What follows belongs to an exercise in optimizing a design on an open flow for small area and a short achievable clock period; a production flow would make more cautious choices. RTL that was checked went through simulation tests only; none was proved equivalent to the original.

==> run a: inputs <==
## SCPU
module SCPU(clk, rst_n, in_valid, instruction, MEM_out, busy, out_valid, out0, out1, out2, out3, out4, out5, out6, out7, out8, out9, out10, out11, out12, out13, out14, out15, WEN, ADDR, MEM_in);
clock: 8.0 ns
lec_check: 0
abc_area: 1
cap_margin: 10
core_margin: 2
core_utilization: 40
cts_cluster_diameter: 100
cts_cluster_size: 25
setup_slack_margin: 5
slew_margin: 10
synth_hierarchical: 1
synth_minimum_keep_size: 0
tns_end_percent: 20
standard.sh (not shown) runs the stock make flow with config.mk's settings and CLKGATE_MAP_FILE= SYNTH_SCRIPT=/design/flow/synth_recipe.tcl, a recipe that flattens the netlist after the stock synthesis.
==> flow/flow/run.sh <==
#!/bin/bash
# The standard layout with two changes:
# 1. After the standard synthesis, the combinational logic between the
#    registers (and the full/half adder cells) is mapped again by abc with an
#    area-recovering &nf script (flow/remap.abc). Registers, adder cells,
#    their names and their connections are kept exactly as the standard
#    synthesis made them.
# 2. The port buffers are plain buf_1 cells (the resizer may still resize
#    them) instead of the default choice.
# Each tool's output goes to a log file of its own in this folder.
set -euo pipefail
HERE=$(pwd)
PORTS="BUFFER_PORTS_ARGS=-buffer_cell sky130_fd_sc_hd__buf_1"
RES=$HERE/orfs/results/$FLOW_PLATFORM/SCPU/base
LIB=$FLOW_HOME/platforms/$FLOW_PLATFORM/lib/sky130_fd_sc_hd__tt_025C_1v80.lib
YOSYS=$(command -v yosys || echo $FLOW_HOME/../tools/install/yosys/bin/yosys)

# 1. standard synthesis
bash standard.sh "$PORTS" $RES/1_2_yosys.v > standard_synth.log 2>&1
cp $RES/1_2_yosys.v $HERE/standard_1_2_yosys.v

# 2. remap the combinational logic
python3 flow/comb_lib.py $LIB $HERE/comb.lib fa_,ha_,fah,conb,lpflow,probe > comb_lib.log 2>&1
cat > $HERE/remap.ys <<EOY
read_liberty -lib $LIB
read_liberty -overwrite $HERE/comb.lib
read_verilog $HERE/standard_1_2_yosys.v
hierarchy -check -top $FLOW_TOP
flatten
opt_clean -purge
read_liberty -lib -overwrite $LIB
tee -o $HERE/remap_before.txt stat -liberty $LIB
abc -liberty $HERE/comb.lib -script $HERE/flow/remap.abc
opt_clean -purge
hilomap -singleton -hicell sky130_fd_sc_hd__conb_1 HI -locell sky130_fd_sc_hd__conb_1 LO
splitnets
opt_clean -purge
tee -o $HERE/remap_after.txt stat -liberty $LIB
check -assert
write_verilog -noattr -nohex -nodec $HERE/remapped_1_2_yosys.v
EOY
$YOSYS -l remap.log -q $HERE/remap.ys > /dev/null 2>&1
cp $HERE/remapped_1_2_yosys.v $RES/1_2_yosys.v
touch $RES/1_2_yosys.v

# 3. the rest of the standard layout
bash standard.sh "$PORTS" finish > standard.log 2>&1
==> flow/flow/comb_lib.py <==
#!/usr/bin/env python3
# write a liberty holding only the combinational cells (no ff/latch, no fa/ha) of the input liberty
import re, sys
src = open(sys.argv[1]).read()
skip = set(sys.argv[3].split(',')) if len(sys.argv) > 3 else set()
m = re.search(r'\n\s*cell\s*\(', src)
head = src[:m.start()]
parts = re.split(r'(\n\s*cell\s*\()', src[m.start():])
out = [head]
i = 1
body_end = None
cells = []
while i < len(parts):
    cells.append(parts[i] + parts[i+1]); i += 2
# the last cell chunk carries the library's closing brace
last = cells[-1]
close = last.rstrip()
assert close.endswith('}')
cells[-1] = close[:-1]
for c in cells:
    name = re.match(r'\s*cell\s*\(\s*"?(\w+)"?', c.strip()).group(1)
    if re.search(r'\b(ff|latch|statetable)\s*\(', c): continue
    short = name.replace('sky130_fd_sc_hd__', '')
    if any(short.startswith(s) for s in skip): continue
    out.append(c)
out.append('\n}\n')
open(sys.argv[2], 'w').write(''.join(out))
==> flow/flow/remap.abc <==
&get -n
&st
&dch
&nf
&put
topo
==> inputs of run b, as changes to run a <==
--- a/flow/design.v
+++ b/flow/design.v
@@ -648,17 +648,11 @@
 wire [15:0] x1 = ld ? mo : r1;
 wire [15:0] w1 = mul ? p[31:16] : x1;
 wire [15:0] w2 = mul ? p[15:0] : {15'd0, r2b};
 genvar g;
 for (g = 0; g < 16; g = g + 1) begin : wb
-  wire s2 = we2 && d2 == g;
-  wire s1 = we1 && d1 == g && !s2;
-  wire h = !(s1 | s2);
-  genvar k;
-  for (k = 0; k < 16; k = k + 1) begin : bt
-    scpu_wbit u(.s2(s2), .w2(w2[k]), .s1(s1), .w1(w1[k]), .h(h), .q(r[16*g+k]), .d(nr[16*g+k]));
-  end
+  assign nr[16*g +: 16] = (we2 && d2 == g) ? w2 : (we1 && d1 == g) ? w1 : r[16*g +: 16];
 end
 end
 assign out_valid = ov;
 always @(posedge clk or negedge rst_n)
   if (!rst_n) begin
@@ -697,10 +691,5 @@
     out13 <= nrf[223:208];
     out14 <= nrf[239:224];
     out15 <= nrf[255:240];
   end
 endmodule
-module scpu_wbit(s2, w2, s1, w1, h, q, d);
-input s2, w2, s1, w1, h, q;
-output d;
-assign d = (s2 & w2) | (s1 & w1) | (h & q);
-endmodule
==> flow/flow/run.sh (replaced) <==
#!/bin/bash
set -euo pipefail
bash standard.sh "BUFFER_PORTS_ARGS=-buffer_cell sky130_fd_sc_hd__buf_1" finish > standard.log 2>&1
- SYNTH_HIERARCHICAL: 1 -> unset
- SYNTH_MINIMUM_KEEP_SIZE: 0 -> unset
removed: flow/flow/comb_lib.py
removed: flow/flow/remap.abc
==> inputs of run c, as changes to run a <==
--- a/flow/design.v
+++ b/flow/design.v
@@ -52,17 +52,22 @@
   assign xo_s1_c81 = c81;
   wire [4:0] ahp1;
   assign xo_s1_ahp1 = ahp1;
 wire [15:0] sa = 16'd1 << ins[15:12];
 wire [15:0] sb = 16'd1 << ins[11:8];
+wire [15:0] sa0, sa1, sb0, sb1;
+scpu_dec4 da0(.a(ins[15:12]), .y(sa0));
+scpu_dec4 da1(.a(ins[15:12]), .y(sa1));
+scpu_dec4 db0(.a(ins[11:8]), .y(sb0));
+scpu_dec4 db1(.a(ins[11:8]), .y(sb1));
 reg [15:0] ta, tb;
 integer i;
 always @(*) begin
   ta = 16'd0; tb = 16'd0;
   for (i = 0; i < 16; i = i + 1) begin
-    ta = ta | (r[16*i +: 16] & {16{sa[i]}});
-    tb = tb | (r[16*i +: 16] & {16{sb[i]}});
+    ta = ta | (r[16*i +: 16] & {{8{sa1[i]}}, {8{sa0[i]}}});
+    tb = tb | (r[16*i +: 16] & {{8{sb1[i]}}, {8{sb0[i]}}});
   end
 end
 assign rda = ta;
 assign rdb = tb;
 wire [7:0] ag = ta[7:0] & ins[7:0];
@@ -697,10 +702,15 @@
     out13 <= nrf[223:208];
     out14 <= nrf[239:224];
     out15 <= nrf[255:240];
   end
 endmodule
+module scpu_dec4(a, y);
+input [3:0] a;
+output [15:0] y;
+assign y = 16'd1 << a;
+endmodule
 module scpu_wbit(s2, w2, s1, w1, h, q, d);
 input s2, w2, s1, w1, h, q;
 output d;
 assign d = (s2 & w2) | (s1 & w1) | (h & q);
 endmodule
==> flow/flow/run.sh (replaced) <==
#!/bin/bash
# The standard layout, with two changes:
# 1. The port buffers are plain buf_1 cells (the resizer may still resize
#    them) instead of the default choice.
# 2. Two passes: the first pass is the standard layout. The second pass
#    redoes the layout from detailed routing on: before it, the gates are
#    resized (sizing and pin swaps only) with the parasitics extracted from
#    the first pass's routed layout, then legalized and globally routed again
#    (flow/postroute_resize.tcl, a PRE_DETAIL_ROUTE hook).
# Each tool's output goes to a log file of its own in this folder.
set -euo pipefail
HERE=$(pwd)
MARGIN=5.2
PORTS="BUFFER_PORTS_ARGS=-buffer_cell sky130_fd_sc_hd__buf_1"
RES=$HERE/orfs/results/$FLOW_PLATFORM/SCPU/base

bash standard.sh "$PORTS" "SETUP_SLACK_MARGIN=$MARGIN" finish > standard_pass1.log 2>&1
mkdir -p pass1
cp $RES/6_final.spef pass1/6_final.spef
cp out/final.def pass1/final.def
rm -f out/final.def
for f in $RES/5_2_route.odb $RES/5_3_fillcell.odb $RES/5_route.odb $RES/5_route.sdc $RES/6_*; do rm -f $f; done
export POSTROUTE_SPEF=$HERE/pass1/6_final.spef
bash standard.sh "$PORTS" "SETUP_SLACK_MARGIN=$MARGIN" "PRE_DETAIL_ROUTE_TCL=$HERE/flow/postroute_resize.tcl" finish > standard_pass2.log 2>&1
==> flow/flow/postroute_resize.tcl (new file) <==
# PRE_DETAIL_ROUTE hook of the second layout pass: resize gates with the
# parasitics extracted from the first pass's routed layout (same netlist), so
# that timing repair sees real wires rather than estimates; then legalize and
# route globally again before the detailed routing.
if { [info exists ::env(POSTROUTE_SPEF)] && [file exists $::env(POSTROUTE_SPEF)] } {
  source $::env(PLATFORM_DIR)/setRC.tcl
  set_propagated_clock [all_clocks]
  estimate_parasitics -placement
  read_spef $::env(POSTROUTE_SPEF)
  puts "post-route resize: worst slack before [worst_slack -max]"
  if { [env_var_exists_and_non_empty DONT_USE_CELLS] } {
    set_dont_use $::env(DONT_USE_CELLS)
  }
  repair_timing -setup -setup_margin $::env(SETUP_SLACK_MARGIN) -sequence "sizeup,swap" \
    -match_cell_footprint -verbose
  puts "post-route resize: worst slack after [worst_slack -max]"
  set_placement_padding -global \
    -left $::env(CELL_PAD_IN_SITES_DETAIL_PLACEMENT) \
    -right $::env(CELL_PAD_IN_SITES_DETAIL_PLACEMENT)
  detailed_placement
  check_placement -verbose
  source $::env(FASTROUTE_TCL)
  global_route -congestion_report_file $::env(REPORTS_DIR)/congestion_postroute_resize.rpt \
    {*}$::env(GLOBAL_ROUTE_ARGS)
}
- SETUP_SLACK_MARGIN: 5 -> unset
removed: flow/flow/comb_lib.py
removed: flow/flow/remap.abc
==> qor summary <==
                                                              run c                    run a                    run b
Outcome                                     complete, no violations  complete, no violations  complete, no violations
Post-synth EDFFs                                                  0                        -                        0
Register area share after synthesis                           35.8%                        -                    34.1%
Switching part of the total                                   53.5%                    53.5%                    55.8%
Top Metal Used                                                 met4                     met5                     met5
Wire length on met1                                        56700 µm                 50900 µm                 54400 µm
Wire length on met2                                        67200 µm                 62100 µm                 65700 µm
Via count of the first global-routing pass                    29358                    28328                    29671
CP Data Required Time                                       6400 ps                  8550 ps                  6400 ps
Async S/R FF share, synth                                     59.4%                        -                    59.4%
Data buffer area share                                        12.6%                    12.0%                    8.20%
Post-CTS Repair Setup Buffers                                    79                      154                       81
FF-to-FF path depth                                              12                       10                       11
Final worst hold slack                                       393 ps                   363 ps                   367 ps
For run a and run b, only the layout was checked, not whether the RTL still works.

==> port drivers added, routing unchanged <==
No port has a modelled driver above. Below, the same layouts with a new extraction and two added sets of constraints.
Step 1 assumes that a clkbuf_16 drives the clock port and a buf_2 every other input.
Step 2 adds t to the input delays and takes it off the output delays; t is the mean of the earliest and latest rising clock arrival at the registers after step 1. Input paths then give back, and output paths get back, about the clock's delay inside the block.
a / b / c = ideal / step 1 / step 2; a / b = the first two.
run | t (ns) | setup slack, ns | worst setup path after step 2 | pins driven straight from the clock port
run a | 0.702 | 4.599 / 4.531 / 3.845 | input to register | 1
run b | 0.696 | 4.758 / 4.683 / 4.180 | input to register | 1
run c | 0.691 | 4.758 / 4.688 / 4.179 | input to register | 1
After both steps setup and hold are still met in every run listed. For run a, which loses most, drivers alone change the setup slack by -0.068 ns; drivers and shift together by -0.754 ns.
